From an optimization exercise on the open Yosys and OpenROAD flow, aimed at small area and a short achievable clock period; shortcuts taken in it are not production practice.
Only simulation tests tie the RTL to the original design; equivalence was not proved.
The clock input has no modelled driver; a real chip could not lean on it and would need a root buffer or a full tree.
No activity file was given, so power comes from the tool's default toggle rates.

`flow/design.v`:
```
`timescale 1ns / 1ps
module conv( input clk, input data_in, input [1:0]row_in, input [1:0]col_in,
input signed [7:0]data, output reg signed [7:0]out );
reg [7:0] n00, n01, n02, x20, x21, x22;
wire w0 = data_in & (row_in == 2'd0);
wire w2 = data_in & (row_in == 2'd2);
always @(posedge clk) begin
  if (w0 & (col_in == 2'd0)) n00 <= ~data;
  if (w0 & (col_in == 2'd1)) n01 <= ~data;
  if (w0 & (col_in == 2'd2)) n02 <= ~data;
  if (w2 & (col_in == 2'd0)) x20 <= data;
  if (w2 & (col_in == 2'd1)) x21 <= data;
  if (w2 & (col_in == 2'd2)) x22 <= data;
end
wire [10:0] a = {3'b0, x20}, b = {3'b0, x22}, c = {3'b0, n00};
wire [10:0] d = {3'b0, n02}, e = {2'b0, x21, 1'b0}, f = {2'b0, n01, 1'b0};
wire [10:0] s1 = a ^ b ^ c;
wire [10:0] c1 = {(a & b | a & c | b & c), 1'b1};
wire [10:0] s2 = d ^ e ^ f;
wire [10:0] maj2 = d & e | d & f | e & f;    
wire [10:0] c2 = {maj2[9:1], 1'b1, 1'b0};
wire [10:0] s3 = s1 ^ c1 ^ s2;
wire [10:0] c3 = {(s1 & c1 | s1 & s2 | c1 & s2), 1'b1};
wire [10:0] s4 = s3 ^ c3 ^ c2;
wire [10:0] c4 = {(s3 & c3 | s3 & c2 | c3 & c2), 1'b0};
wire [7:0] g = s4[7:0] & c4[7:0];
wire [7:0] p = s4[7:0] ^ c4[7:0];
wire [7:0] g1, p1, g2, p2, g3;
genvar i;
generate for (i = 0; i < 8; i = i + 1) begin : ks
  assign g1[i] = (i >= 1) ? g[i] | p[i] & g[i-1] : g[i];
  assign p1[i] = (i >= 1) ? p[i] & p[i-1] : p[i];
  assign g2[i] = (i >= 2) ? g1[i] | p1[i] & g1[i-2] : g1[i];
  assign p2[i] = (i >= 2) ? p1[i] & p1[i-2] : p1[i];
  assign g3[i] = (i >= 4) ? g2[i] | p2[i] & g2[i-4] : g2[i];
end endgenerate
wire [8:0] cy = {g3, 1'b0};           
wire g1_copy = ~(~s4[1] | ~c4[1]);
wire [7:0] lo = p ^ {cy[7:3], g1_copy, cy[1:0]};
localparam [127:0] HTAB = 128'hfffffffffffffffbfffbb220b2200000;
wire [4:0] hb = {c4[10], c4[9], s4[9], c4[8], s4[8]};
wire [3:0] hf = HTAB[hb*4 +: 4];
wire sat  = cy[8] ? hf[0] : hf[2];
wire pass = cy[8] ? hf[1] : hf[3];
wire hold = data_in;
always @(posedge clk)
  out <= {8{hold}} & out | {8{~hold & sat}} | {8{~hold & pass}} & lo;
endmodule
```
`flow/flow/run.sh`:
```
#!/bin/bash
# The standard ORFS flow (the standard.sh) with these changes:
#  - synthesis without Yosys's early ABC pass (SYNTH_ARGS=-noabc), ABC area script;
#  - extra don't-use cells: sky130_fd_sc_hd__ha_1 sky130_fd_sc_hd__ha_2 sky130_fd_sc_hd__ha_4
#  - port buffers of a chosen cell;
#  - flow/skew.tcl after clock tree synthesis: optionally (TREE_N > 0) it first
#    replaces the clock tree by TREE_N buffers on the clock port (flow/tree.tcl); which delays the clock of the out
#    register (useful skew for the paths from the window registers into it).
# The full output of the tools goes to standard.log here (ORFS's own logs are under orfs/logs).
export SKEW_DRV_CELL=sky130_fd_sc_hd__clkbuf_4
export SKEW_REPAIR_GAIN=0.1
export SKEW_OUT_MARGIN=0
export TREE_N=4
export SKEW_INPUT_EXTRA=0.05
export TREE_CELL=sky130_fd_sc_hd__clkbuf_8
# The platform's don't-use list, then the extra cells.
DU="sky130_fd_sc_hd__lpflow_bleeder_1 sky130_fd_sc_hd__lpflow_clkbufkapwr_1 sky130_fd_sc_hd__lpflow_clkbufkapwr_16 sky130_fd_sc_hd__lpflow_clkbufkapwr_2 sky130_fd_sc_hd__lpflow_clkbufkapwr_4 sky130_fd_sc_hd__lpflow_clkbufkapwr_8 sky130_fd_sc_hd__lpflow_clkinvkapwr_1 sky130_fd_sc_hd__lpflow_clkinvkapwr_16 sky130_fd_sc_hd__lpflow_clkinvkapwr_2 sky130_fd_sc_hd__lpflow_clkinvkapwr_4 sky130_fd_sc_hd__lpflow_clkinvkapwr_8 sky130_fd_sc_hd__lpflow_decapkapwr_12 sky130_fd_sc_hd__lpflow_decapkapwr_3 sky130_fd_sc_hd__lpflow_decapkapwr_4 sky130_fd_sc_hd__lpflow_decapkapwr_6 sky130_fd_sc_hd__lpflow_decapkapwr_8 sky130_fd_sc_hd__lpflow_inputiso0n_1 sky130_fd_sc_hd__lpflow_inputiso0p_1 sky130_fd_sc_hd__lpflow_inputiso1n_1 sky130_fd_sc_hd__lpflow_inputiso1p_1 sky130_fd_sc_hd__lpflow_inputisolatch_1 sky130_fd_sc_hd__lpflow_isobufsrc_1 sky130_fd_sc_hd__lpflow_isobufsrc_16 sky130_fd_sc_hd__lpflow_isobufsrc_2 sky130_fd_sc_hd__lpflow_isobufsrc_4 sky130_fd_sc_hd__lpflow_isobufsrc_8 sky130_fd_sc_hd__lpflow_isobufsrckapwr_16 sky130_fd_sc_hd__lpflow_lsbuf_lh_hl_isowell_tap_1 sky130_fd_sc_hd__lpflow_lsbuf_lh_hl_isowell_tap_2 sky130_fd_sc_hd__lpflow_lsbuf_lh_hl_isowell_tap_4 sky130_fd_sc_hd__lpflow_lsbuf_lh_isowell_4 sky130_fd_sc_hd__lpflow_lsbuf_lh_isowell_tap_1 sky130_fd_sc_hd__lpflow_lsbuf_lh_isowell_tap_2 sky130_fd_sc_hd__lpflow_lsbuf_lh_isowell_tap_4 sky130_fd_sc_hd__probe_p_8 sky130_fd_sc_hd__probec_p_8  sky130_fd_sc_hd__ha_1 sky130_fd_sc_hd__ha_2 sky130_fd_sc_hd__ha_4"
bash standard.sh DONT_USE_CELLS="$DU" SYNTH_ARGS=-noabc ABC_AREA=1 BUFFER_PORTS_ARGS='-buffer_cell sky130_fd_sc_hd__buf_2' CORE_UTILIZATION=60 HOLD_SLACK_MARGIN=0.1  POST_CTS_TCL=$PWD/flow/skew.tcl finish > standard.log 2>&1
```
`flow/flow/skew.tcl`:
```
# Useful skew for the paths from the window registers into the out register:
# after clock tree synthesis, delay the clock of the out flip-flops with a
# buffer (SKEW_DRV_CELL) and a chain of delay cells in front of it. Each cell
# of the chain is chosen from a list by the worst setup slack it gives, and the
# chain stops when no cell improves that slack.
proc skew_env {name default} {
  if {[info exists ::env($name)] && $::env($name) ne ""} { return $::env($name) }
  return $default
}
set drv_cell [skew_env SKEW_DRV_CELL sky130_fd_sc_hd__clkbuf_4]
set cands [skew_env SKEW_CANDS {sky130_fd_sc_hd__clkdlybuf4s50_1 sky130_fd_sc_hd__clkdlybuf4s25_1 sky130_fd_sc_hd__clkdlybuf4s18_1 sky130_fd_sc_hd__clkdlybuf4s15_1 sky130_fd_sc_hd__clkbuf_1}]
set max_cells [skew_env SKEW_MAX_CELLS 6]
set ::skew_out_margin [skew_env SKEW_OUT_MARGIN 0]

# The slack the skew trades: the worst of the paths into the out flip-flops
# and the paths from them to the output ports.
proc skew_ws {} {
  estimate_parasitics -placement
  set d [get_pins -of_objects $::skew_out_regs -filter "direction == input"]
  set a [get_property [find_timing_paths -to $d -path_delay max] slack]
  set b [get_property [find_timing_paths -to [all_outputs] -path_delay max] slack]
  return [expr {min($a, $b - $::skew_out_margin)}]
}
proc skew_input_pin {inst} {
  return [get_pins -of_objects [get_cells $inst] -filter "direction == input"]
}

# Optionally replace the clock tree first (flow/tree.tcl).
if {[skew_env TREE_N 0] > 0} {
  source [file join [file dirname [info script]] tree.tcl]
  estimate_parasitics -placement
}
set pins {}
foreach pin [all_registers -clock_pins] {
  if {[string match {out\[*} [get_full_name $pin]]} { lappend pins $pin }
}
puts "skew: [llength $pins] out clock pins"
set ::skew_out_regs [get_cells -of_objects $pins]
set ws0 [skew_ws]
puts "skew: worst setup slack without skew $ws0"
set head [insert_buffer -buffer_cell $drv_cell -load_pins $pins -load_pins_on_diff_nets -buffer_name skew_drv -net_name skew_net]
set ws [skew_ws]
puts "skew: driver $head ($drv_cell): worst setup slack $ws"
if {$ws <= $ws0} {
  remove_buffers $head
  estimate_parasitics -placement
  puts "skew: no gain, driver removed"
} else {
  for {set i 0} {$i < $max_cells} {incr i} {
    set x [insert_buffer -buffer_cell [lindex $cands 0] -load_pins [skew_input_pin $head] -buffer_name skew_dly$i -net_name skew_net]
    set best ""
    set best_ws $ws
    foreach c $cands {
      replace_cell $x $c
      set w [skew_ws]
      puts "skew:   $c: $w"
      if {$w > $best_ws + 0.002} { set best $c; set best_ws $w }
    }
    if {$best eq ""} {
      remove_buffers $x
      estimate_parasitics -placement
      puts "skew: no cell improves the slack; chain done"
      break
    }
    replace_cell $x $best
    set head $x
    set ws [skew_ws]
    puts "skew: added $x ($best): worst setup slack $ws"
  }
}
# Optionally, repair the paths from the input ports alone (the skew does not
# change them) up to the slack the skew reached, plus SKEW_INPUT_EXTRA.
set in_extra [skew_env SKEW_INPUT_EXTRA ""]
if {$in_extra ne ""} {
  set target [expr {[skew_ws] + $in_extra}]
  set d [get_pins -of_objects $::skew_out_regs -filter "direction == input"]
  set_false_path -setup -to $d
  set_false_path -setup -to [all_outputs]
  estimate_parasitics -placement
  puts "skew: input paths: worst slack [worst_slack -max], target $target"
  repair_timing -setup -setup_margin $target -verbose
  unset_path_exceptions -setup -to $d
  unset_path_exceptions -setup -to [all_outputs]
  estimate_parasitics -placement
  puts "skew: after input repair, worst setup slack [worst_slack -max]"
}
# Optionally, size up cells on the worst paths once the skew is in place.
set gain [skew_env SKEW_REPAIR_GAIN 0]
if {$gain > 0} {
  estimate_parasitics -placement
  set ws [worst_slack -max]
  repair_timing -setup -setup_margin [expr {$ws + $gain}] -sequence [skew_env SKEW_REPAIR_SEQ "sizeup,swap"] -verbose
  estimate_parasitics -placement
  puts "skew: after repair, worst setup slack [worst_slack -max]"
}
foreach n [[ord::get_db_block] getNets] {
  if {[string match skew_net* [$n getName]]} { $n setSigType CLOCK }
}
detailed_placement
check_placement -verbose
estimate_parasitics -placement
puts "skew: final worst setup slack [worst_slack -max]"
```
`flow/flow/tree.tcl`:
```
# Replace the clock tree that CTS built with TREE_N clock buffers (TREE_CELL),
# each driven by the clock port and driving the clock pins of one group of
# flip-flops (groups by recursive bisection of their positions).
proc tree_env {name default} {
  if {[info exists ::env($name)] && $::env($name) ne ""} { return $::env($name) }
  return $default
}
proc tree_center {it} {
  set b [[$it getInst] getBBox]
  return [list [expr {([$b xMin] + [$b xMax]) / 2}] [expr {([$b yMin] + [$b yMax]) / 2}]]
}
# split a list of iterms into n groups, alternating the axis
proc tree_split {its n axis} {
  if {$n <= 1} { return [list $its] }
  set keyed {}
  foreach it $its { lappend keyed [list [lindex [tree_center $it] $axis] $it] }
  set sorted {}
  foreach k [lsort -integer -index 0 $keyed] { lappend sorted [lindex $k 1] }
  set n1 [expr {$n / 2}]
  set cut [expr {([llength $sorted] * $n1) / $n}]
  set a [lrange $sorted 0 [expr {$cut - 1}]]
  set b [lrange $sorted $cut end]
  return [concat [tree_split $a $n1 [expr {1 - $axis}]] [tree_split $b [expr {$n - $n1}] [expr {1 - $axis}]]]
}
set block [ord::get_db_block]
set clk_port_net [[$block findBTerm clk] getNet]
set master [[ord::get_db] findMaster [tree_env TREE_CELL sky130_fd_sc_hd__clkbuf_8]]
set nbuf [tree_env TREE_N 3]
set sinks {}
foreach inst [$block getInsts] {
  if {[string match {sky130_fd_sc_hd__*df*} [[$inst getMaster] getName]]} {
    lappend sinks [$inst findITerm CLK]
  }
}
# the old tree: every other instance on the clock nets
set old_nets {}
foreach n [$block getNets] {
  if {[$n getSigType] eq "CLOCK" && $n ne $clk_port_net} { lappend old_nets $n }
}
set old_insts {}
foreach n [concat [list $clk_port_net] $old_nets] {
  foreach it [$n getITerms] {
    set i [$it getInst]
    if {![string match {sky130_fd_sc_hd__*df*} [[$i getMaster] getName]] && [lsearch -exact $old_insts $i] < 0} { lappend old_insts $i }
  }
}
foreach it $sinks { $it disconnect }
foreach i $old_insts { puts "tree: removing [$i getName] ([[$i getMaster] getName])"; odb::dbInst_destroy $i }
foreach n $old_nets { if {[llength [$n getITerms]] == 0} { odb::dbNet_destroy $n } }
set k 0
foreach group [tree_split $sinks $nbuf 0] {
  set sx 0; set sy 0
  foreach it $group { lassign [tree_center $it] x y; incr sx $x; incr sy $y }
  set buf [odb::dbInst_create $block $master clk_tree_buf$k]
  $buf setLocation [expr {$sx / [llength $group]}] [expr {$sy / [llength $group]}]
  $buf setPlacementStatus PLACED
  set net [odb::dbNet_create $block clk_tree_net$k]
  $net setSigType CLOCK
  [$buf findITerm A] connect $clk_port_net
  [$buf findITerm X] connect $net
  foreach it $group { $it connect $net }
  puts "tree: clk_tree_buf$k ([$master getName]) drives [llength $group] clock pins"
  incr k
}
```
`flow/standard.sh`:
```
#!/bin/bash
# synth_recipe.tcl (not shown) runs the flow's synth.tcl, then flattens the netlist and writes it again
# the make line also repeats each setting of config.mk as NAME=value (left out here)
make -C /OpenROAD-flow-scripts/flow DESIGN_CONFIG=/design/flow/config.mk WORK_HOME=/design/flow/orfs CLKGATE_MAP_FILE= SYNTH_SCRIPT=/design/flow/synth_recipe.tcl "${@:-finish}"
```
`flow/config.mk`:
```
export PLATFORM = sky130hd
export DESIGN_NAME = conv
export DESIGN_NICKNAME = conv
export VERILOG_FILES = /design/flow/design.v
export SDC_FILE = /design/flow/constraint.sdc
export NUM_CORES = 4
export LEC_CHECK = 0
export CAP_MARGIN = 20
export CORE_MARGIN = 2
export CORE_UTILIZATION = 40
export SLEW_MARGIN = 20
```
`flow/constraint.sdc`:
```
create_clock -name core_clock -period 6.0 [get_ports {clk}]
set_input_delay 1.2000 -clock core_clock [delete_from_list [all_inputs] [get_ports {clk}]]
set_output_delay 1.2000 -clock core_clock [all_outputs]
set_load 0.01 [all_outputs]
```
==> results.yml, run 1 <==
outcome:
  status: "complete, no violations"
logic_synthesis:
  synth_largest_area_cell: "edfxtp_1"
  syn_area_mm2: 0.00287
  seq_area_frac_synth_pct: 55.8
  ys_top_cells_by_area: "edfxtp_1 (50%), fa_1 (21%), nand2_1 (7.5%)"
  syn_nets: 277
  synth_cells: 233
  synth_seq_cells: 56
  yosys_warnings: 1
  synth_top_area_share_pct: 50.3
  synth_cell_types: 21
  syn_area_per_cell_um2: 12.3
floorplanning:
  die_area_mm2: 0.00535
  row_count: 25
  chipHeight_um: 73.1
  core-area_mm2: 0.00466
  initial_core_util_pct: 61.5
  ioPinCount: 22
  die_w_um: 73.1
timing:
  slew_violations: 0
  layout_worst_path_cycle_share_pct: 43.0
  maxClockFrequency_ghz: 0.388
  worst_slew_pin_slew_ps: 962
  timing.slew.headroom_pct: 35.5
  finalSetupViolCount: 0
  final_hold_viol_count: 0
  rsz0062_at_grt: "no"
  finalSetupTns_ps: 0
  fin_skew_ps: 645
  period_needed_ps: 2580
routing:
  viasPerCell: 5.27
  route.detailed.drc: 0
  first_pass_iters: 4
  num_vias: 1675
  routed_wl_um: 4740
  detail_route.wl_per_cell_um: 14.9
  ant_nets: 0
  drt_iter0_markers: 47
cells_and_area:
  antenna_cells: 0
  layout-drive-gt1-share_pct: 17.8
  fillers: 357
  fin_nets: 310
  finalInstanceArea_mm2: 0.00318
  area_delta_synth_final_pct: 10.7
global_route:
  track_usage_pct: 20.3
  grt_max_degree: 15
  gr-total-overflow: 0
  grt_pass1_wl_um: 7690
  grt_pass1_vias: 1684
  antenna_found_initial: 0
worst_setup_path:
  crit_arrival_ps: 2330
  ff2ff_setup_slack_ps: 3600
  worstSetupStartpointType: "input port"
  critical_path.max_stage_delay_ps: 750
  cp-end-kind: "register"
  cp.buffers_inverters: 1
  cp_max_fo: 10
  crit_type: "in2reg"
  path_cells: "buf_2, nand2_1, nor3_2"
  path_delay_family: "simple AND/OR/NAND/NOR gates"
  reg2reg_depth: 14
  r2r-end: "out[5]"
  required_ps: 5750
  worst_path_max_delay_cell: "nor3_2"
  worst_r2r_startpoint: "x20[6]"
clocking:
  clk_pin_slew_ps: 90
  clk_latency_ps: 770
  cts_sinks: 56
power:
  powerDensity_mw_per_mm2: 268
  p_leak_nw: 1.31
  power.total_mw: 0.851
  max-vdd-ir-drop_v: 0.000187
place:
  detailed_place_hpwl_um: 3550
  placed_area_mm2: 0.00307
  io_buffers: 21
  finalWeightedCongestion: 0.803
worst_hold_path:
  hp-class: "reg2reg"
  hold_end: "out[0]"
  worstHoldStart: "n02[0]"
  min_delay_path_depth: 4
run:
  max_cap_violations: 0
worst max path at each step:
stage	start	to	slack, ps	cells after the start
floorplan	x20[6]	out[1]	3200	14
global placement	data_in	x20[5]	2960	6
detailed placement	data_in	x20[4]	2900	6
global route	data_in	n00[0]	3330	3
finish	data_in	n00[0]	3420	3
registers in the layout (all words and copies together) (netlist names):
register  count
n02           8
n00           8
x22           8
x20           8
out           8
n01           8
x21           8
per-stage QoR:
stage / utilization (%) / hold WS, ps / cells / setup WS (ps)
3_5_place_dp: 65.9 / 454 / 310 / 2900
6_report: 68.1 / 40.2 / 318 / 3420
3_3_place_gp: 65.9 / 451 / 310 / 2960
5_1_grt: 68.1 / 108 / 318 / 3330
2_1_floorplan: - / 500 / 233 / 3200
logic make-up after synthesis:
group / after synthesis / synth area share [%]
fa+ha+maj: 30 / 20.9
buf+inv: 28 / 3.71
xor+xnor: 5 / 1.53
simple gates: 110 / 17.3
compound gates: 4 / 0.698
flops: 56 / 55.8
cell usage in the layout, fill, tap and decap left out, types with 2 or more instances in the layout:
cell type / instances
nand2_2: 4
dfxtp_1: 8
nor3_1: 2
nand3_1: 22
inv_1: 24
xor2_1: 3
xnor2_1: 2
buf_2: 21
nor2_1: 13
clkbuf_8: 4
o21ai_0: 4
buf_4: 5
nand3_2: 2
fa_1: 30
nand2_1: 57
nand2_4: 2
nor3_2: 3
edfxtp_1: 48
routing by layer:
layer	vias to the layer above	global-route usage, %	share of wire (%)
li1	822	-	-
met5	-	0	0
met2	19	34.3	50
met3	5	3.31	1.8
met4	0	6.79	1.4
met1	829	26.8	47
layout make-up, clock buffers not listed:
class | instances | area, um^2 | share of cell area, %
inverters | 27 | 105 | 3.31
plain buffers | 4 | 55.1 | 1.73
repair buffers | 26 | 143 | 4.49
flip-flops and latches | 56 | 1600 | 50.4
well taps | 54 | 67.6 | 2.13
multi-input cells | 149 | 1190 | 37.4
synth_stat cells, drive strengths merged:
cell type,number
dfxtp,8
nor3,6
o21ai,4
nand2,63
nand4,1
inv,25
buf,1
nand2b,1
fa,30
or2,1
xnor2,2
nand3,24
xor2,3
nor2,14
clkinv,2
edfxtp,48
worst min-delay path: cells and delay by family (launching register included):
family                    cells  cell delay [ps]
and+or+nand+nor               2              130
DFF                           1              390
buffers and inverters         1               50
xor gates and xnor gates      1               90
report_power, final:
group | leakage (nW) | switching (mW) | internal, mW | total, mW
Sequential | 0.501 | 0.0122 | 0.449 | 0.461
Clock | 0.0373 | 0.0919 | 0.0798 | 0.172
Combinational | 0.770 | 0.132 | 0.0856 | 0.218
==> inputs of run 2 (changes only) <==
--- a/flow/flow/run.sh
+++ b/flow/flow/run.sh
@@ -10,6 +10,7 @@
 export SKEW_DRV_CELL=sky130_fd_sc_hd__clkbuf_4
-export SKEW_REPAIR_GAIN=0.1
+export SKEW_REPAIR_GAIN=0
 export SKEW_OUT_MARGIN=0
 export TREE_N=4
-export SKEW_INPUT_EXTRA=0.05
+export SKEW_INPUT_EXTRA=
+export SKEW_DE_FANOUT=4
 export TREE_CELL=sky130_fd_sc_hd__clkbuf_8
--- a/flow/flow/skew.tcl
+++ b/flow/flow/skew.tcl
@@ -70,2 +70,27 @@
 }
+# Optionally, give the nets that drive the flip-flops' enable pins
+# (SKEW_DE_FANOUT or more of them) a stronger driver: the same cell at drive
+# strength 4 when the library has it.
+set de_fanout [skew_env SKEW_DE_FANOUT 0]
+if {$de_fanout > 0} {
+  set lib_cells {}
+  foreach n [[ord::get_db_block] getNets] {
+    set de 0
+    set drv ""
+    foreach it [$n getITerms] {
+      if {[$it getMTerm] ne "" && [[$it getMTerm] getName] eq "DE"} { incr de }
+      if {[$it isOutputSignal]} { set drv [$it getInst] }
+    }
+    if {$de >= $de_fanout && $drv ne ""} {
+      set m [[$drv getMaster] getName]
+      regsub {_[0-9]+$} $m {_4} m4
+      if {$m4 ne $m && [[ord::get_db] findMaster $m4] ne "NULL"} {
+        puts "skew: [$drv getName] $m -> $m4 (drives $de enable pins)"
+        replace_cell [$drv getName] $m4
+      }
+    }
+  }
+  estimate_parasitics -placement
+  puts "skew: after enable drivers, worst setup slack [worst_slack -max]"
+}
 # Optionally, repair the paths from the input ports alone (the skew does not
==> results.yml, run 2 <==
global_route:
  grt_max_degree: 15
  grt_pass1_vias: 1672
  gr-total-overflow: 0
  track_usage_pct: 20.2
  antenna_found_initial: 0
  grt_pass1_wl_um: 7660
cells_and_area:
  fillers: 355
  layout_common_cells: "nand2_1 (57), edfxtp_1 (48), fa_1 (30)"
  area_delta_synth_final_pct: 10.3
  fin_nets: 308
  layout-drive-gt1-share_pct: 16.4
  layout_commonest_cell: "nand2_1"
  stdcell_count: 316
  antenna_cells: 0
  utilization_pct: 67.9
floorplanning:
  die_w_um: 73.1
  die_area_mm2: 0.00535
  core-area_mm2: 0.00466
  row_count: 25
  ioPinCount: 22
  initial_core_util_pct: 61.5
  chipHeight_um: 73.1
timing:
  final.setup.worst_slack_ps: 3110
  maxClockFrequency_ghz: 0.346
  worst_slew_pin_slew_ps: 617
  layout_worst_path_cycle_share_pct: 48.2
  slew_violations: 0
  fin_skew_ps: 641
  finalSetupViolCount: 0
  timing.slew.headroom_pct: 58.7
  rsz0062_at_grt: "no"
  finalSetupTns_ps: 0
  period_needed_ps: 2890
  final_hold_viol_count: 0
  holdWs_ps: 46.2
logic_synthesis:
  syn_nets: 277
  synth_largest_area_cell: "edfxtp_1"
  synthArstFlopShare_pct: 0
  ys_top_cells_by_area: "edfxtp_1 (50%), fa_1 (21%), nand2_1 (7.5%)"
  yosysMostFrequentCell: "nand2_1"
  synth-edff-count: 48
  synth_top_area_share_pct: 50.3
  yosys_warnings: 1
  synth_cells: 233
  ys.flop_type: "edfxtp_1"
  synth_commonest_cells: "nand2_1 (57), edfxtp_1 (48), fa_1 (30)"
  syn_area_mm2: 0.00287
  synth_cell_types: 21
  seq_area_frac_synth_pct: 55.8
  synth_seq_cells: 56
  syn_area_per_cell_um2: 12.3
routing:
  detail_route.wl_per_cell_um: 14.9
  drt_iter0_markers: 65
  num_vias: 1667
  wl_met1_um: 2080
  viasPerCell: 5.28
  routed_wl_um: 4700
  route.detailed.drc: 0
  wl_met2_um: 2330
  ant_nets: 0
  wl_met3_um: 173
  first_pass_iters: 4
  highest_layer: "met4"
worst_setup_path:
  path_cells: "buf_2, clkinv_1, nor2_1, nand2_1, nor3_1, buf_4"
  crit_arrival_ps: 2730
  required_ps: 5840
  cp-end-kind: "register"
  worst_path_max_delay_cell: "nor3_1"
  critical_path.max_stage_delay_ps: 480
  crit_type: "in2reg"
  worstSetupStartpointType: "input port"
  cp_max_fo: 10
clocking:
  clk_pin_slew_ps: 90
  cts_sinks: 56
  clk_latency_ps: 770
place:
  finalWeightedCongestion: 0.803
  io_buffers: 21
  dpl_worst_slack_ps: 2900
  detailed_place_hpwl_um: 3550
  post-place-cells: 310
outcome:
  status: "complete, no violations"
power:
  p_leak_nw: 1.30
  max-vdd-ir-drop_v: 0.000187
  powerDensity_mw_per_mm2: 269
run:
  max_cap_violations: 0
worst_hold_path:
  hp-class: "reg2reg"
-- run 2: cell counts after synthesis --
Identical to the previous run, type by type.
-- run 2: final timing paths --
path                start  endpoint  slack (ps)  depth (start not counted)
setup reg to reg   x20[6]    out[5]        3590                         14
hold reg to reg    n02[0]    out[0]          50                          4
hold / removal     n02[0]    out[0]          50                          4
setup / recovery  data_in    x20[3]        3110                          6
-- run 2: critical path, delay by kind of cell --
kind	cells	cell delay (ps)
simple gates	3	750
buf+inv	3	780
-- run 2: final cells by class, clock buffers not listed --
type,count,area [um^2],share of cell area (%)
Buffer,4,55.1,1.74
Tap cell,54,67.6,2.14
Sequential cell,56,1600,50.6
Timing Repair Buffer,24,128,4.03
Inverter,27,101,3.20
Multi-Input combinational cell,149,1190,37.7
-- run 2: cells by family after synthesis --
kind of cell / Yosys count / synth area share [%]
buffers and inverters: 28 / 3.71
AO/OA/AOI/OAI: 4 / 0.698
AND/OR/NAND/NOR: 110 / 17.3
flip-flops: 56 / 55.8
adder cells (fa/ha/maj): 30 / 20.9
XOR/XNOR: 5 / 1.53
-- run 2: metal layers --
layer	vias to the layer above	global-route usage, %
met5	-	0
met4	0	7.82
met3	7	3.31
met2	25	33.4
met1	813	26.9
li1	822	-
-- run 2: per-stage QoR --
step,power [mW],instance area [um^2]
after floorplan,0.629,2870
after global placement,0.683,3070
after detailed placement,0.687,3070
after global routing,0.901,3160
final,0.850,3160
-- run 2: report_power, final --
part	total [mW]	switching, mW	internal (mW)
Combinational	0.217	0.132	0.0851
Clock	0.172	0.0918	0.0799
Sequential	0.461	0.0124	0.449
Total	0.850	0.236	0.614
==> inputs of run 3 (changes only) <==
--- a/flow/flow/run.sh
+++ b/flow/flow/run.sh
@@ -13,3 +13,3 @@
 export TREE_N=4
-export SKEW_INPUT_EXTRA=
+export SKEW_INPUT_EXTRA=0.1
 export SKEW_DE_FANOUT=4
==> results.yml, run 3 <==
cells_and_area:
  layout_commonest_cell: "nand2_1"
  layout_common_cells: "nand2_1 (57), edfxtp_1 (48), fa_1 (30)"
  utilization_pct: 69.8
  fin_nets: 313
  antenna_cells: 0
  layout-drive-gt1-share_pct: 18.7
  stdcell_count: 321
  finalInstanceArea_mm2: 0.00325
  area_delta_synth_final_pct: 13.5
clocking:
  cts_sinks: 56
  clk_pin_slew_ps: 90
  clk_latency_ps: 770
global_route:
  grt_max_degree: 15
  antenna_found_initial: 0
  grt_pass1_wl_um: 7960
  grt_pass1_vias: 1756
  track_usage_pct: 20.9
  gr-total-overflow: 0
logic_synthesis:
  synth_seq_cells: 56
  ys.flop_type: "edfxtp_1"
  syn_area_mm2: 0.00287
  yosys_warnings: 1
  synth_top_area_share_pct: 50.3
  ys_top_cells_by_area: "edfxtp_1 (50%), fa_1 (21%), nand2_1 (7.5%)"
  syn_area_per_cell_um2: 12.3
  yosysMostFrequentCell: "nand2_1"
  synth_largest_area_cell: "edfxtp_1"
  seq_area_frac_synth_pct: 55.8
  synth-edff-count: 48
  synth_cells: 233
  syn_nets: 277
  synthArstFlopShare_pct: 0
  synth_commonest_cells: "nand2_1 (57), edfxtp_1 (48), fa_1 (30)"
  synth_cell_types: 21
routing:
  first_pass_iters: 4
  detail_route.wl_per_cell_um: 15.5
  drt_iter0_markers: 71
  viasPerCell: 5.42
  ant_nets: 0
  route.detailed.drc: 0
  routed_wl_um: 4970
  num_vias: 1741
timing:
  finalSetupViolCount: 0
  layout_worst_path_cycle_share_pct: 40.9
  worst_slew_pin_slew_ps: 314
  finalSetupTns_ps: 0
  rsz0062_at_grt: "no"
  period_needed_ps: 2460
  holdWs_ps: 37.1
  maxClockFrequency_ghz: 0.407
  slew_violations: 0
  final.setup.worst_slack_ps: 3540
  final_hold_viol_count: 0
  fin_skew_ps: 648
  timing.slew.headroom_pct: 78.9
worst_setup_path:
  cp.buffers_inverters: 3
  path_delay_family: "buffers and inverters"
  required_ps: 5830
  worst_path_max_delay_cell: "buf_4"
  cp-end-kind: "register"
  crit_type: "in2reg"
  ff2ff_setup_slack_ps: 3580
  cp_max_fo: 10
  critical_path.max_stage_delay_ps: 250
  worstSetupStartpointType: "input port"
  crit_arrival_ps: 2290
  path_cells: "buf_2, clkinvlp_4, nor2_1, nand2_1, nor3_1, buf_4"
floorplanning:
  die_w_um: 73.1
  row_count: 25
  core-area_mm2: 0.00466
  chipHeight_um: 73.1
  die_area_mm2: 0.00535
  ioPinCount: 22
  initial_core_util_pct: 61.5
place:
  post-place-cells: 310
  finalWeightedCongestion: 0.803
  detailed_place_hpwl_um: 3550
  io_buffers: 21
  dpl_worst_slack_ps: 2900
  placed_area_mm2: 0.00307
outcome:
  status: "complete, no violations"
power:
  power.total_mw: 0.857
  p_leak_nw: 1.34
  powerDensity_mw_per_mm2: 263
  max-vdd-ir-drop_v: 0.000185
worst_hold_path:
  hp-class: "reg2reg"
run:
  max_cap_violations: 0
## run 3: worst reg2reg max path: stages (launching register included)
cell,delay [ps]
edfxtp_1,400
fa_1,530
fa_1,520
fa_1,580
inv_1,70
nand2_1,70
nand2_2,70
nand2_2,80
nor2_1,50
nor2_2,100
nand2_1,80
nand2_1,70
nand2_1,60
nand2_2,140
nand3_1,110
## run 3: path summary, 6_finish.rpt
kind / startpoint / endpoint / cells past startpoint
worst max-delay path: data_in / x22[0] / 6
worst min-delay path: n02[0] / out[0] / 4
worst max register to register: x20[6] / out[2] / 14
worst min register to register: n02[0] / out[0] / 4
## run 3: layer usage
layer,part of all wire [%],wire [um],track usage (%),vias to the layer above
met1,42,2100,27.2,851
met4,2.7,134,8.64,0
li1,-,-,-,827
met5,0,0,0,-
met2,51,2550,35.1,50
met3,3.9,196,3.31,13
## run 3: cell families (layout without fill, tap and decap cells)
logic type	Yosys count	count (layout)	share of synthesized area, %
compound gates	4	4	0.698
simple gates	110	110	17.3
flops	56	56	55.8
buf+inv	28	62	3.71
xor+xnor	5	5	1.53
fa+ha+maj	30	30	20.9
## run 3: area by class of cell, clock buffers not listed
cell class | count | area [um^2]
tap | 54 | 67.6
multi-input combinational | 149 | 1200
buffer | 4 | 55.1
sequential | 56 | 1600
inverter | 27 | 105
timing repair buffer | 29 | 203
fill | 343 | 1410
## run 3: power breakdown
group / internal (mW) / leakage [nW] / switching, mW
sequential: 0.449 / 0.501 / 0.0127
clock: 0.0799 / 0.0373 / 0.0924
combinational: 0.0871 / 0.805 / 0.136
total: 0.616 / 1.34 / 0.241
==> inputs of run 4 (changes only) <==
--- a/flow/flow/run.sh
+++ b/flow/flow/run.sh
@@ -15,2 +15,3 @@
 export SKEW_DE_FANOUT=4
+export SKEW_DE_BUF=sky130_fd_sc_hd__buf_4
 export TREE_CELL=sky130_fd_sc_hd__clkbuf_8
--- a/flow/flow/skew.tcl
+++ b/flow/flow/skew.tcl
@@ -83,3 +83,6 @@
     }
-    if {$de >= $de_fanout && $drv ne ""} {
+    if {$de >= $de_fanout && $drv ne "" && [skew_env SKEW_DE_BUF ""] ne ""} {
+      set b [insert_buffer -buffer_cell [skew_env SKEW_DE_BUF ""] -net [$n getName]]
+      puts "skew: buffered [$n getName] ($de enable pins) with [skew_env SKEW_DE_BUF ""]"
+    } elseif {$de >= $de_fanout && $drv ne ""} {
       set m [[$drv getMaster] getName]
==> results.yml, run 4 <==
place:
  placed_area_mm2: 0.00307
  dpl_worst_slack_ps: 2900
  finalWeightedCongestion: 0.803
  post-place-cells: 310
  io_buffers: 21
  detailed_place_hpwl_um: 3550
clocking:
  clk_pin_slew_ps: 90
  cts_sinks: 56
  clk_latency_ps: 770
worst_setup_path:
  cp_max_fo: 2
  worstSetupStartpointType: "register"
  reg2reg_depth: 14
  crit_type: "reg2out"
  worst_path_max_delay_cell: "dfxtp_1"
  path_delay_family: "flip-flops"
  cp.buffers_inverters: 1
  required_ps: 4800
  crit_arrival_ps: 1250
  critical_path.max_stage_delay_ps: 350
  path_cells: "buf_2"
  r2r-end: "out[5]"
  cp-end-kind: "output port"
  worst_r2r_startpoint: "x20[6]"
  ff2ff_setup_slack_ps: 3600
logic_synthesis:
  synth-edff-count: 48
  yosys_warnings: 1
  seq_area_frac_synth_pct: 55.8
  syn_area_mm2: 0.00287
  synth_cell_types: 21
  synthArstFlopShare_pct: 0
  ys_top_cells_by_area: "edfxtp_1 (50%), fa_1 (21%), nand2_1 (7.5%)"
  synth_top_area_share_pct: 50.3
  synth_commonest_cells: "nand2_1 (57), edfxtp_1 (48), fa_1 (30)"
  yosysMostFrequentCell: "nand2_1"
  synth_largest_area_cell: "edfxtp_1"
  synth_cells: 233
  ys.flop_type: "edfxtp_1"
  synth_seq_cells: 56
  syn_area_per_cell_um2: 12.3
  syn_nets: 277
global_route:
  use_met1_pct: 27.5
  grt_max_degree: 15
  gr-total-overflow: 0
  busiest_layer: "met2"
  grt_pass1_vias: 1736
  track_usage_pct: 20.9
  antenna_found_initial: 0
  grt_use_met2_pct: 34.5
  grt_pass1_wl_um: 7950
  use_met3_pct: 4.01
floorplanning:
  row_count: 25
  core-area_mm2: 0.00466
  chipHeight_um: 73.1
  initial_core_util_pct: 61.5
  ioPinCount: 22
  die_w_um: 73.1
  die_area_mm2: 0.00535
power:
  powerDensity_mw_per_mm2: 264
  max-vdd-ir-drop_v: 0.000185
  p_leak_nw: 1.34
  power.total_mw: 0.853
timing:
  final.setup.worst_slack_ps: 3550
  finalSetupTns_ps: 0
  rsz0062_at_grt: "no"
  holdWs_ps: 37.1
  finalSetupViolCount: 0
  period_needed_ps: 2450
  fin_skew_ps: 647
  worst_slew_pin_slew_ps: 316
  slew_violations: 0
  layout_worst_path_cycle_share_pct: 40.8
  timing.slew.headroom_pct: 78.7
  maxClockFrequency_ghz: 0.408
  final_hold_viol_count: 0
routing:
  route.detailed.drc: 0
  detail_route.wl_per_cell_um: 15.1
  first_pass_iters: 4
  ant_nets: 0
  num_vias: 1719
  routed_wl_um: 4890
  drt_iter0_markers: 53
  viasPerCell: 5.31
worst_hold_path:
  min_delay_path_depth: 4
  worstHoldStart: "n02[0]"
  hold_end: "out[0]"
  hp-class: "reg2reg"
cells_and_area:
  fillers: 354
  fin_nets: 316
  finalInstanceArea_mm2: 0.00323
  area_delta_synth_final_pct: 12.5
  layout_commonest_cell: "nand2_1"
  layout-drive-gt1-share_pct: 20.0
  utilization_pct: 69.2
  antenna_cells: 0
  stdcell_count: 324
  layout_common_cells: "nand2_1 (56), edfxtp_1 (48), fa_1 (30)"
run:
  max_cap_violations: 0
outcome:
  status: "complete, no violations"
## run 4: worst max-delay path by stage
stage / slack [ps] / to / from / cells past startpoint
finish: 3550 / out[6] / out[6] / 1
global route: 3350 / out[5] / x20[7] / 14
detailed placement: 2900 / x20[4] / data_in / 6
global placement: 2960 / x20[5] / data_in / 6
floorplan: 3200 / out[1] / x20[6] / 14
## run 4: kinds of logic after synthesis
group                      synth area share (%)
and+or+nand+nor                            17.3
DFF                                        55.8
adders and majority gates                  20.9
buffers and inverters                      3.71
xor gates and xnor gates                   1.53
AOI/OAI and AO/OA                         0.698
## run 4: per-layer routing
layer / vias up / part of all wire (%) / wire, um
met5: - / 0 / 0
met4: 0 / 2.5 / 121
met3: 9 / 2.8 / 137
met2: 29 / 50 / 2440
met1: 845 / 45 / 2190
li1: 836 / - / -
## run 4: cell type report, clock buffers not listed
| type | count | area, um^2 | share of cell area (%) |
|---|---|---|---|
| multi-input combinational | 149 | 1190 | 36.9 |
| sequential | 56 | 1600 | 49.7 |
| inverter | 27 | 105 | 3.26 |
| buffer | 4 | 55.1 | 1.71 |
| tap | 54 | 67.6 | 2.09 |
| timing repair buffer | 32 | 190 | 5.90 |
## run 4: report_power, final
part	switching [mW]	internal (mW)
combinational	0.133	0.0867
clock	0.0916	0.0798
sequential	0.0123	0.449
## run 4: tightest hold or removal path, stage by stage (launching register included)
cell      delay [ps]
edfxtp_1         390
xnor2_1           90
inv_1             50
nand3_1           70
nand3_1           60
==> inputs of run 5 (changes only) <==
--- a/flow/flow/run.sh
+++ b/flow/flow/run.sh
@@ -19,2 +19,2 @@
 DU="sky130_fd_sc_hd__lpflow_bleeder_1 sky130_fd_sc_hd__lpflow_clkbufkapwr_1 sky130_fd_sc_hd__lpflow_clkbufkapwr_16 sky130_fd_sc_hd__lpflow_clkbufkapwr_2 sky130_fd_sc_hd__lpflow_clkbufkapwr_4 sky130_fd_sc_hd__lpflow_clkbufkapwr_8 sky130_fd_sc_hd__lpflow_clkinvkapwr_1 sky130_fd_sc_hd__lpflow_clkinvkapwr_16 sky130_fd_sc_hd__lpflow_clkinvkapwr_2 sky130_fd_sc_hd__lpflow_clkinvkapwr_4 sky130_fd_sc_hd__lpflow_clkinvkapwr_8 sky130_fd_sc_hd__lpflow_decapkapwr_12 sky130_fd_sc_hd__lpflow_decapkapwr_3 sky130_fd_sc_hd__lpflow_decapkapwr_4 sky130_fd_sc_hd__lpflow_decapkapwr_6 sky130_fd_sc_hd__lpflow_decapkapwr_8 sky130_fd_sc_hd__lpflow_inputiso0n_1 sky130_fd_sc_hd__lpflow_inputiso0p_1 sky130_fd_sc_hd__lpflow_inputiso1n_1 sky130_fd_sc_hd__lpflow_inputiso1p_1 sky130_fd_sc_hd__lpflow_inputisolatch_1 sky130_fd_sc_hd__lpflow_isobufsrc_1 sky130_fd_sc_hd__lpflow_isobufsrc_16 sky130_fd_sc_hd__lpflow_isobufsrc_2 sky130_fd_sc_hd__lpflow_isobufsrc_4 sky130_fd_sc_hd__lpflow_isobufsrc_8 sky130_fd_sc_hd__lpflow_isobufsrckapwr_16 sky130_fd_sc_hd__lpflow_lsbuf_lh_hl_isowell_tap_1 sky130_fd_sc_hd__lpflow_lsbuf_lh_hl_isowell_tap_2 sky130_fd_sc_hd__lpflow_lsbuf_lh_hl_isowell_tap_4 sky130_fd_sc_hd__lpflow_lsbuf_lh_isowell_4 sky130_fd_sc_hd__lpflow_lsbuf_lh_isowell_tap_1 sky130_fd_sc_hd__lpflow_lsbuf_lh_isowell_tap_2 sky130_fd_sc_hd__lpflow_lsbuf_lh_isowell_tap_4 sky130_fd_sc_hd__probe_p_8 sky130_fd_sc_hd__probec_p_8  sky130_fd_sc_hd__ha_1 sky130_fd_sc_hd__ha_2 sky130_fd_sc_hd__ha_4"
-bash standard.sh DONT_USE_CELLS="$DU" SYNTH_ARGS=-noabc ABC_AREA=1 BUFFER_PORTS_ARGS='-buffer_cell sky130_fd_sc_hd__buf_2' CORE_UTILIZATION=60 HOLD_SLACK_MARGIN=0.1  POST_CTS_TCL=$PWD/flow/skew.tcl finish > standard.log 2>&1
+bash standard.sh DONT_USE_CELLS="$DU" SYNTH_ARGS=-noabc ABC_AREA=1 BUFFER_PORTS_ARGS='-buffer_cell sky130_fd_sc_hd__buf_1' CORE_UTILIZATION=60 HOLD_SLACK_MARGIN=0.1 HOLD_SLACK_MARGIN=0.2 POST_CTS_TCL=$PWD/flow/skew.tcl finish > standard.log 2>&1
==> results.yml, run 5 <==
outcome:
  status: "complete, no violations"
timing:
  finalSetupTns_ps: 0
  maxClockFrequency_ghz: 0.402
  holdWs_ps: 206
  finalSetupViolCount: 0
  fin_skew_ps: 653
  slew_violations: 0
  final_hold_viol_count: 0
  worst_slew_pin_slew_ps: 454
  layout_worst_path_cycle_share_pct: 41.5
  period_needed_ps: 2490
  timing.slew.headroom_pct: 69.7
  rsz0062_at_grt: "no"
routing:
  routed_wl_um: 4970
  detail_route.wl_per_cell_um: 15.2
  first_pass_iters: 4
  route.detailed.drc: 0
  drt_iter0_markers: 103
  viasPerCell: 5.25
  num_vias: 1718
  ant_nets: 0
cells_and_area:
  fin_nets: 319
  antenna_cells: 0
  layout_common_cells: "nand2_1 (56), edfxtp_1 (48), fa_1 (30)"
  fillers: 334
  layout_commonest_cell: "nand2_1"
  utilization_pct: 69.7
  register_area_mm2: 0.00160
  layout-drive-gt1-share_pct: 13.9
  multi_input_area_mm2: 0.00121
  area_delta_synth_final_pct: 13.4
logic_synthesis:
  syn_nets: 277
  yosysMostFrequentCell: "nand2_1"
  synth_largest_area_cell: "edfxtp_1"
  yosys.area_share.simple_pct: 17.3
  synth_top_family_by_area: "adder cells"
  synth_top_area_share_pct: 50.3
  synth_compound_area_share_pct: 0.698
  synthArstFlopShare_pct: 0
  syn_area_mm2: 0.00287
  synth_cell_types: 21
  synth_xor_area_share_pct: 1.53
  synth_commonest_cells: "nand2_1 (57), edfxtp_1 (48), fa_1 (30)"
  yosys_warnings: 1
  synthAdderAreaFrac_pct: 20.9
  synth-edff-count: 48
  synth_cells: 233
  synthMuxAreaShare_pct: 0
  seq_area_frac_synth_pct: 55.8
  ys.flop_type: "edfxtp_1"
  synth_seq_cells: 56
  ys_top_cells_by_area: "edfxtp_1 (50%), fa_1 (21%), nand2_1 (7.5%)"
  syn_area_per_cell_um2: 12.3
global_route:
  grt_pass1_vias: 1787
  antenna_found_initial: 0
  grt_max_degree: 15
  gr-total-overflow: 0
  track_usage_pct: 21.3
  grt_pass1_wl_um: 8140
worst_setup_path:
  path_cells: "buf_1"
  crit_arrival_ps: 1290
  cp.buffers_inverters: 1
  worstSetupStartpointType: "register"
  worst_path_max_delay_cell: "dfxtp_1"
  required_ps: 4800
  critical_path.max_stage_delay_ps: 360
  cp_max_fo: 2
  cp-end-kind: "output port"
  crit_type: "reg2out"
  path_delay_family: "flip-flops"
floorplanning:
  row_count: 25
  die_area_mm2: 0.00535
  initial_core_util_pct: 61.5
  chipHeight_um: 73.1
  die_w_um: 73.1
  core-area_mm2: 0.00466
  ioPinCount: 22
run:
  max_cap_violations: 0
clocking:
  clk_latency_ps: 780
  clk_pin_slew_ps: 90
  cts_sinks: 56
power:
  pwr-share-comb_pct: 25.3
  pwr-share-seq_pct: 54.4
  max-vdd-ir-drop_v: 0.000196
  power_frac_clock_pct: 20.3
  p_leak_nw: 1.31
  powerDensity_mw_per_mm2: 262
  swShare_pct: 28.2
  p_sw_mw: 0.240
  p_int_mw: 0.610
place:
  detailed_place_hpwl_um: 3730
  io_buffers: 21
  finalWeightedCongestion: 0.798
worst_hold_path:
  hp-class: "reg2reg"
==> run 5: cells by family (layout without fill, tap and decap cells) <==
kind of cell / after synthesis / count (layout)
DFF: 56 / 56
adders and majority gates: 30 / 30
and+or+nand+nor: 110 / 110
AOI/OAI and AO/OA: 4 / 4
xor gates and xnor gates: 5 / 5
buffers and inverters: 28 / 68
==> run 5: path summary, 6_finish.rpt <==
check	from	endpoint	slack [ps]	depth (start not counted)
worst min-delay path	n00[0]	out[0]	210	5
worst max-delay path	out[4]	out[4]	3510	1
worst max register to register	x20[5]	out[6]	3560	14
worst min register to register	n00[0]	out[0]	210	5
==> run 5: cell type report, clock buffers not listed <==
class | instances | area share, %
sequential | 56 | 49.3
multi-input combinational | 149 | 37.3
tap | 54 | 2.08
buffer | 4 | 1.69
timing repair buffer | 35 | 5.97
inverter | 27 | 3.19
==> run 5: power groups by stage <==
stage	combinational, mW	sequential, mW	clock (mW)
3_3_place_gp	0.208	0.471	0
6_report	0.215	0.463	0.173
3_5_place_dp	0.212	0.471	0
5_1_grt	0.249	0.466	0.190
2_1_floorplan	0.149	0.480	0
==> run 5: per-layer routing <==
layer	routed length, um	share of wire, %	up-vias	track usage, %
met5	0	0	-	0
met2	2590	52	20	35.2
met4	93	1.9	0	8.85
li1	-	-	841	-
met1	2180	44	850	28.4
met3	105	2.1	7	3.31
==> run 5: per-stage QoR <==
stage | cell area [um^2] | power (mW) | instances | worst slack (ps)
global route | 3250 | 0.905 | 327 | 3360
finish | 3250 | 0.851 | 327 | 3510
detailed placement | 3050 | 0.684 | 310 | 2800
global placement | 3050 | 0.679 | 310 | 2890
floorplan | 2870 | 0.629 | 233 | 3200
==> inputs of run 6 (changes only) <==
--- a/flow/flow/run.sh
+++ b/flow/flow/run.sh
@@ -19,2 +19,2 @@
 DU="sky130_fd_sc_hd__lpflow_bleeder_1 sky130_fd_sc_hd__lpflow_clkbufkapwr_1 sky130_fd_sc_hd__lpflow_clkbufkapwr_16 sky130_fd_sc_hd__lpflow_clkbufkapwr_2 sky130_fd_sc_hd__lpflow_clkbufkapwr_4 sky130_fd_sc_hd__lpflow_clkbufkapwr_8 sky130_fd_sc_hd__lpflow_clkinvkapwr_1 sky130_fd_sc_hd__lpflow_clkinvkapwr_16 sky130_fd_sc_hd__lpflow_clkinvkapwr_2 sky130_fd_sc_hd__lpflow_clkinvkapwr_4 sky130_fd_sc_hd__lpflow_clkinvkapwr_8 sky130_fd_sc_hd__lpflow_decapkapwr_12 sky130_fd_sc_hd__lpflow_decapkapwr_3 sky130_fd_sc_hd__lpflow_decapkapwr_4 sky130_fd_sc_hd__lpflow_decapkapwr_6 sky130_fd_sc_hd__lpflow_decapkapwr_8 sky130_fd_sc_hd__lpflow_inputiso0n_1 sky130_fd_sc_hd__lpflow_inputiso0p_1 sky130_fd_sc_hd__lpflow_inputiso1n_1 sky130_fd_sc_hd__lpflow_inputiso1p_1 sky130_fd_sc_hd__lpflow_inputisolatch_1 sky130_fd_sc_hd__lpflow_isobufsrc_1 sky130_fd_sc_hd__lpflow_isobufsrc_16 sky130_fd_sc_hd__lpflow_isobufsrc_2 sky130_fd_sc_hd__lpflow_isobufsrc_4 sky130_fd_sc_hd__lpflow_isobufsrc_8 sky130_fd_sc_hd__lpflow_isobufsrckapwr_16 sky130_fd_sc_hd__lpflow_lsbuf_lh_hl_isowell_tap_1 sky130_fd_sc_hd__lpflow_lsbuf_lh_hl_isowell_tap_2 sky130_fd_sc_hd__lpflow_lsbuf_lh_hl_isowell_tap_4 sky130_fd_sc_hd__lpflow_lsbuf_lh_isowell_4 sky130_fd_sc_hd__lpflow_lsbuf_lh_isowell_tap_1 sky130_fd_sc_hd__lpflow_lsbuf_lh_isowell_tap_2 sky130_fd_sc_hd__lpflow_lsbuf_lh_isowell_tap_4 sky130_fd_sc_hd__probe_p_8 sky130_fd_sc_hd__probec_p_8  sky130_fd_sc_hd__ha_1 sky130_fd_sc_hd__ha_2 sky130_fd_sc_hd__ha_4"
-bash standard.sh DONT_USE_CELLS="$DU" SYNTH_ARGS=-noabc ABC_AREA=1 BUFFER_PORTS_ARGS='-buffer_cell sky130_fd_sc_hd__buf_1' CORE_UTILIZATION=60 HOLD_SLACK_MARGIN=0.1 HOLD_SLACK_MARGIN=0.2 POST_CTS_TCL=$PWD/flow/skew.tcl finish > standard.log 2>&1
+bash standard.sh DONT_USE_CELLS="$DU" SYNTH_ARGS=-noabc ABC_AREA=1 BUFFER_PORTS_ARGS='-buffer_cell sky130_fd_sc_hd__buf_2' CORE_UTILIZATION=60 HOLD_SLACK_MARGIN=0.1 HOLD_SLACK_MARGIN=0.2 CORE_UTILIZATION=75 POST_CTS_TCL=$PWD/flow/skew.tcl finish > standard.log 2>&1
==> results.yml, run 6 <==
worst_setup_path:
  ff2ff_setup_slack_ps: 3430
  reg2reg_depth: 14
  crit_type: "reg2reg"
  path_cells: "fa_1, fa_1, fa_1, inv_1, nand2_1, nand2_2, nand2_2, nor2_1, nor2_2, nand2_1, nand2_1, nand2_1, nand2_2, nand3_1"
  worst_path_max_delay_cell: "fa_1"
  required_ps: 6630
  cp-end-kind: "register"
  worst_r2r_startpoint: "x20[6]"
  path_delay_family: "adder cells"
  crit_arrival_ps: 3200
  critical_path.max_stage_delay_ps: 610
  r2r-end: "out[3]"
  cp.buffers_inverters: 1
  worstSetupStartpointType: "register"
  path_common_cell: "nand2_1"
  cp_max_fo: 8
floorplanning:
  core-area_mm2: 0.00366
  chipHeight_um: 65.8
  die_area_mm2: 0.00433
  ioPinCount: 22
  row_count: 22
  initial_core_util_pct: 78.3
  die_w_um: 65.8
routing:
  routed_wl_um: 6490
  num_vias: 1953
  drt_iter0_markers: 209
  viasPerCell: 6.08
  route.detailed.drc: 0
  ant_nets: 0
  first_pass_iters: 5
  detail_route.wl_per_cell_um: 20.2
logic_synthesis:
  synth_cells: 233
  ys_top_cells_by_area: "edfxtp_1 (50%), fa_1 (21%), nand2_1 (7.5%)"
  yosysMostFrequentCell: "nand2_1"
  syn_area_mm2: 0.00287
  synth_largest_area_cell: "edfxtp_1"
  seq_area_frac_synth_pct: 55.8
  synth-edff-count: 48
  syn_area_per_cell_um2: 12.3
  ys.flop_type: "edfxtp_1"
  synthArstFlopShare_pct: 0
  synth_top_area_share_pct: 50.3
  yosys_warnings: 1
  synth_cell_types: 21
  syn_nets: 277
  synth_seq_cells: 56
  synth_commonest_cells: "nand2_1 (57), edfxtp_1 (48), fa_1 (30)"
global_route:
  antenna_found_initial: 0
  grt_pass1_wl_um: 10200
  grt_pass1_vias: 2089
  track_usage_pct: 34.7
  grt_max_degree: 15
  gr-total-overflow: 0
cells_and_area:
  fin_nets: 319
  fillers: 146
  finalInstanceArea_mm2: 0.00327
  layout_common_cells: "nand2_1 (56), edfxtp_1 (48), fa_1 (30)"
  layout-drive-gt1-share_pct: 21.2
  multi_input_area_mm2: 0.00121
  register_area_mm2: 0.00160
  utilization_pct: 89.2
  layout_commonest_cell: "nand2_1"
  antenna_cells: 0
  stdcell_count: 321
  area_delta_synth_final_pct: 13.9
timing:
  fin_skew_ps: 637
  period_needed_ps: 2570
  holdWs_ps: 204
  timing.slew.headroom_pct: 67.9
  finalSetupViolCount: 0
  final.setup.worst_slack_ps: 3430
  layout_worst_path_cycle_share_pct: 42.8
  slew_violations: 0
  rsz0062_at_grt: "no"
  worst_slew_pin_slew_ps: 476
  final_hold_viol_count: 0
  finalSetupTns_ps: 0
  maxClockFrequency_ghz: 0.389
place:
  io_buffers: 21
  dpl_worst_slack_ps: 2870
  post-place-cells: 304
  placed_area_mm2: 0.00307
  finalWeightedCongestion: 0.813
  detailed_place_hpwl_um: 4080
outcome:
  status: "complete, no violations"
worst_hold_path:
  min_delay_path_depth: 4
  hp-class: "reg2reg"
  worstHoldStart: "n02[0]"
  hold_end: "out[2]"
power:
  power.total_mw: 0.886
  powerDensity_mw_per_mm2: 271
  p_leak_nw: 1.37
  max-vdd-ir-drop_v: 0.000200
clocking:
  clk_pin_slew_ps: 90
  clk_latency_ps: 760
  cts_sinks: 56
run:
  max_cap_violations: 0
==> run 6: worst reg2reg max path, cell delays in order, from the launching register on <==
cell	delay, ps
edfxtp_1	410
fa_1	520
fa_1	520
fa_1	610
inv_1	110
nand2_1	100
nand2_2	90
nand2_2	80
nor2_1	50
nor2_2	90
nand2_1	70
nand2_1	60
nand2_1	60
nand2_2	150
nand3_1	140
==> run 6: metal layers <==
layer	vias up	global-route usage [%]	share of wire, %
met3	46	9.54	8.4
met5	-	0	0
li1	845	-	-
met2	140	57.6	52
met1	922	39.1	32
met4	0	23.4	7.2
==> run 6: cell families after synthesis <==
family / Yosys count / synth area share, %
AND/OR/NAND/NOR: 110 / 17.3
flip-flops: 56 / 55.8
adder cells (fa/ha/maj): 30 / 20.9
buffers and inverters: 28 / 3.71
XOR/XNOR: 5 / 1.53
AO/OA/AOI/OAI: 4 / 0.698
==> run 6: worst max path at each step <==
stage	startpoint	endpoint	slack, ps	cells after the start
final	x20[6]	out[3]	3430	14
after global routing	x20[4]	out[3]	3240	13
after detailed placement	data_in	x21[2]	2870	6
after global placement	data_in	x21[4]	2910	6
after floorplan	x20[6]	out[1]	3200	14
==> run 6: where the power goes <==
group | internal, mW | switching, mW | leakage, nW | total, mW
combinational | 0.0891 | 0.162 | 0.828 | 0.252
sequential | 0.449 | 0.0124 | 0.501 | 0.461
clock | 0.0799 | 0.0936 | 0.0373 | 0.173
total | 0.618 | 0.268 | 1.37 | 0.886
==> run 6: cell type report, clock buffers not listed <==
class / count / area share (%)
Buffer: 4 / 1.69
Inverter: 27 / 3.22
Multi-Input combinational cell: 149 / 37.1
Sequential cell: 56 / 49.0
Tap cell: 48 / 1.84
Timing Repair Buffer: 35 / 6.59
==> inputs of run 7 (changes only) <==
--- a/flow/flow/run.sh
+++ b/flow/flow/run.sh
@@ -19,2 +19,2 @@
 DU="sky130_fd_sc_hd__lpflow_bleeder_1 sky130_fd_sc_hd__lpflow_clkbufkapwr_1 sky130_fd_sc_hd__lpflow_clkbufkapwr_16 sky130_fd_sc_hd__lpflow_clkbufkapwr_2 sky130_fd_sc_hd__lpflow_clkbufkapwr_4 sky130_fd_sc_hd__lpflow_clkbufkapwr_8 sky130_fd_sc_hd__lpflow_clkinvkapwr_1 sky130_fd_sc_hd__lpflow_clkinvkapwr_16 sky130_fd_sc_hd__lpflow_clkinvkapwr_2 sky130_fd_sc_hd__lpflow_clkinvkapwr_4 sky130_fd_sc_hd__lpflow_clkinvkapwr_8 sky130_fd_sc_hd__lpflow_decapkapwr_12 sky130_fd_sc_hd__lpflow_decapkapwr_3 sky130_fd_sc_hd__lpflow_decapkapwr_4 sky130_fd_sc_hd__lpflow_decapkapwr_6 sky130_fd_sc_hd__lpflow_decapkapwr_8 sky130_fd_sc_hd__lpflow_inputiso0n_1 sky130_fd_sc_hd__lpflow_inputiso0p_1 sky130_fd_sc_hd__lpflow_inputiso1n_1 sky130_fd_sc_hd__lpflow_inputiso1p_1 sky130_fd_sc_hd__lpflow_inputisolatch_1 sky130_fd_sc_hd__lpflow_isobufsrc_1 sky130_fd_sc_hd__lpflow_isobufsrc_16 sky130_fd_sc_hd__lpflow_isobufsrc_2 sky130_fd_sc_hd__lpflow_isobufsrc_4 sky130_fd_sc_hd__lpflow_isobufsrc_8 sky130_fd_sc_hd__lpflow_isobufsrckapwr_16 sky130_fd_sc_hd__lpflow_lsbuf_lh_hl_isowell_tap_1 sky130_fd_sc_hd__lpflow_lsbuf_lh_hl_isowell_tap_2 sky130_fd_sc_hd__lpflow_lsbuf_lh_hl_isowell_tap_4 sky130_fd_sc_hd__lpflow_lsbuf_lh_isowell_4 sky130_fd_sc_hd__lpflow_lsbuf_lh_isowell_tap_1 sky130_fd_sc_hd__lpflow_lsbuf_lh_isowell_tap_2 sky130_fd_sc_hd__lpflow_lsbuf_lh_isowell_tap_4 sky130_fd_sc_hd__probe_p_8 sky130_fd_sc_hd__probec_p_8  sky130_fd_sc_hd__ha_1 sky130_fd_sc_hd__ha_2 sky130_fd_sc_hd__ha_4"
-bash standard.sh DONT_USE_CELLS="$DU" SYNTH_ARGS=-noabc ABC_AREA=1 BUFFER_PORTS_ARGS='-buffer_cell sky130_fd_sc_hd__buf_2' CORE_UTILIZATION=60 HOLD_SLACK_MARGIN=0.1 HOLD_SLACK_MARGIN=0.2 CORE_UTILIZATION=75 POST_CTS_TCL=$PWD/flow/skew.tcl finish > standard.log 2>&1
+bash standard.sh DONT_USE_CELLS="$DU" SYNTH_ARGS=-noabc ABC_AREA=1 BUFFER_PORTS_ARGS='-buffer_cell sky130_fd_sc_hd__buf_2' CORE_UTILIZATION=60 HOLD_SLACK_MARGIN=0.1 HOLD_SLACK_MARGIN=0.2 ABC_AREA=0 POST_CTS_TCL=$PWD/flow/skew.tcl finish > standard.log 2>&1
==> results.yml, run 7 <==
outcome:
  status: "complete, no violations"
routing:
  routed_wl_um: 4510
  num_vias: 1429
  viasPerCell: 5.52
  drt_iter0_markers: 33
  detail_route.wl_per_cell_um: 17.4
  ant_nets: 0
  first_pass_iters: 4
  route.detailed.drc: 0
timing:
  final.setup.worst_slack_ps: 2760
  timing.slew.headroom_pct: 71.3
  finalSetupTns_ps: 0
  holdWs_ps: 200
  final_hold_viol_count: 0
  period_needed_ps: 3240
  layout_worst_path_cycle_share_pct: 54.0
  maxClockFrequency_ghz: 0.309
  fin_skew_ps: 834
  rsz0062_at_grt: "no"
  finalSetupViolCount: 0
  slew_violations: 0
  worst_slew_pin_slew_ps: 428
logic_synthesis:
  synth_top_area_share_pct: 52.7
  syn_area_per_cell_um2: 16.7
  ys_top_cells_by_area: "edfxtp_1 (53%), fa_1 (22%), dfxtp_1 (5.9%)"
  synth_seq_cells: 56
  synth-edff-count: 48
  syn_area_mm2: 0.00274
  synthArstFlopShare_pct: 0
  yosysMostFrequentCell: "edfxtp_1"
  yosys_warnings: 1
  synth_cell_types: 35
  ys.flop_type: "edfxtp_1"
  synth_largest_area_cell: "edfxtp_1"
  synth_commonest_cells: "edfxtp_1 (48), fa_1 (30), nor2_1 (9)"
  seq_area_frac_synth_pct: 58.6
  syn_nets: 208
  synth_cells: 164
cells_and_area:
  layout_common_cells: "edfxtp_1 (48), fa_1 (30), buf_2 (21)"
  area_delta_synth_final_pct: 15.0
  fin_nets: 253
  antenna_cells: 0
  layout-drive-gt1-share_pct: 23.7
  layout_commonest_cell: "edfxtp_1"
floorplanning:
  die_w_um: 71.5
  row_count: 24
  initial_core_util_pct: 62.4
  chipHeight_um: 71.5
  core-area_mm2: 0.00438
  die_area_mm2: 0.00511
  ioPinCount: 22
global_route:
  grt_pass1_vias: 1598
  grt_max_degree: 15
  grt_use_met2_pct: 34.9
  use_met3_pct: 3.23
  gr-total-overflow: 0
  busiest_layer: "met2"
  use_met1_pct: 25.0
  antenna_found_initial: 0
  track_usage_pct: 20.0
  grt_pass1_wl_um: 7440
power:
  p_leak_nw: 1.13
  max-vdd-ir-drop_v: 0.000194
  powerDensity_mw_per_mm2: 267
place:
  io_buffers: 21
  detailed_place_hpwl_um: 3350
  finalWeightedCongestion: 0.821
  dpl_worst_slack_ps: 2600
worst_setup_path:
  crit_type: "reg2reg"
  crit_arrival_ps: 4080
  worstSetupStartpointType: "register"
  ff2ff_setup_slack_ps: 2760
  crit_start: "n01[0]"
  cp_max_fo: 8
  required_ps: 6840
  cp-end-kind: "register"
  worst_r2r_startpoint: "n01[0]"
worst_hold_path:
  worstHoldStart: "n00[0]"
  hp-class: "reg2reg"
clocking:
  clk_latency_ps: 960
  cts_sinks: 56
  clk_pin_slew_ps: 90
run:
  max_cap_violations: 0
## run 7: cells by family (layout without fill, tap and decap cells)
kind of cell / Yosys count / in the layout / share of synthesized area, %
fa+ha+maj: 31 / 31 / 22.3
compound gates: 21 / 21 / 5.86
xor+xnor: 12 / 12 / 4.39
buf+inv: 9 / 52 / 1.24
flops: 56 / 56 / 58.6
simple gates: 35 / 35 / 7.64
## run 7: critical path: stages, from the launching register on
cell	delay, ps
edfxtp_1	350
dlygate4sd3_1	570
fa_1	430
dlygate4sd3_1	580
fa_1	380
fa_1	480
a31oi_2	320
o21ai_4	130
nand3_2	100
a22oi_1	110
nor3_4	350
o22ai_1	150
## run 7: power by group
part	leakage [nW]	switching (mW)	internal, mW
sequential	0.501	0.0107	0.445
clock	0.0418	0.0936	0.0877
combinational	0.590	0.110	0.0920
## run 7: per-layer routing
metal | wire length (um) | vias to the layer above
met5 | 0 | -
met4 | 98 | 0
met3 | 100 | 9
met2 | 2440 | 20
met1 | 1870 | 726
li1 | - | 674
## run 7: cell type report, clock buffers not listed
| type | count | area (um^2) |
|---|---|---|
| plain buffers | 4 | 55.1 |
| fillers | 301 | 1240 |
| multi-input cells | 99 | 1120 |
| inverters | 8 | 30.0 |
| repair buffers | 37 | 240 |
| well taps | 52 | 65.1 |
| flip-flops and latches | 56 | 1600 |
## run 7: worst paths after layout
path,to,depth (start not counted)
worst max-delay path,out[5],11
worst min-delay path,out[2],4
worst max register to register,out[5],11
worst min register to register,out[2],4
## run 7: stage by stage
step                      util [%]  instance area, um^2  power, mW  std cells
after floorplan                  -                 2740      0.609        164
after global placement        67.1                 2940      0.656        239
after detailed placement      67.1                 2940      0.664        239
after global routing          71.7                 3140      0.885        259
final                         71.7                 3140      0.839        259

what the ideal ports hide:
Ports are ideal in the flow. The routed layouts listed here were re-timed in OpenROAD.
Step 1 assumes that a clkbuf_16 drives the clock port and a buf_2 every other input.
Step 2, shift: input delay + t, output delay - t, t = (earliest + latest rising clock arrival at the registers) / 2. This alone moves slack from input paths to output paths.
Slacks: no drivers / after step 1 / after step 2; pairs: no drivers / after step 1.
run	t, ns	setup slack, ns	hold WS [ns]	worst setup path at the end	latest minus earliest clock arrival (ns)	pins driven straight from the clock port
run 1	0.501	3.423 / 3.456 / 2.954	0.040 / 0.040 / 0.040	input to register	0.645 / 0.645	4
run 2	0.500	3.107 / 3.141 / 2.640	0.046 / 0.046 / 0.046	input to register	0.641 / 0.641	4
run 3	0.502	3.543 / 3.493 / 3.071	0.037 / 0.037 / 0.037	input to register	0.648 / 0.648	4
run 4	0.500	3.550 / 3.495 / 3.133	0.037 / 0.037 / 0.037	input to register	0.647 / 0.647	4
run 5	0.508	3.511 / 3.452 / 3.148	0.206 / 0.206 / 0.206	input to register	0.654 / 0.653	4
run 6	0.497	3.430 / 3.430 / 3.090	0.204 / 0.204 / 0.204	input to register	0.637 / 0.637	4
run 7	0.599	2.761 / 2.761 / 2.761	0.200 / 0.200 / 0.200	register to register	0.834 / 0.834	4
In every run listed the clock reaches the registers at very different times; t lies between them, and the last value is a rough guide only. The setup slack of run 3, which loses most, moves by -0.050 ns with the drivers and by -0.472 ns with both steps.
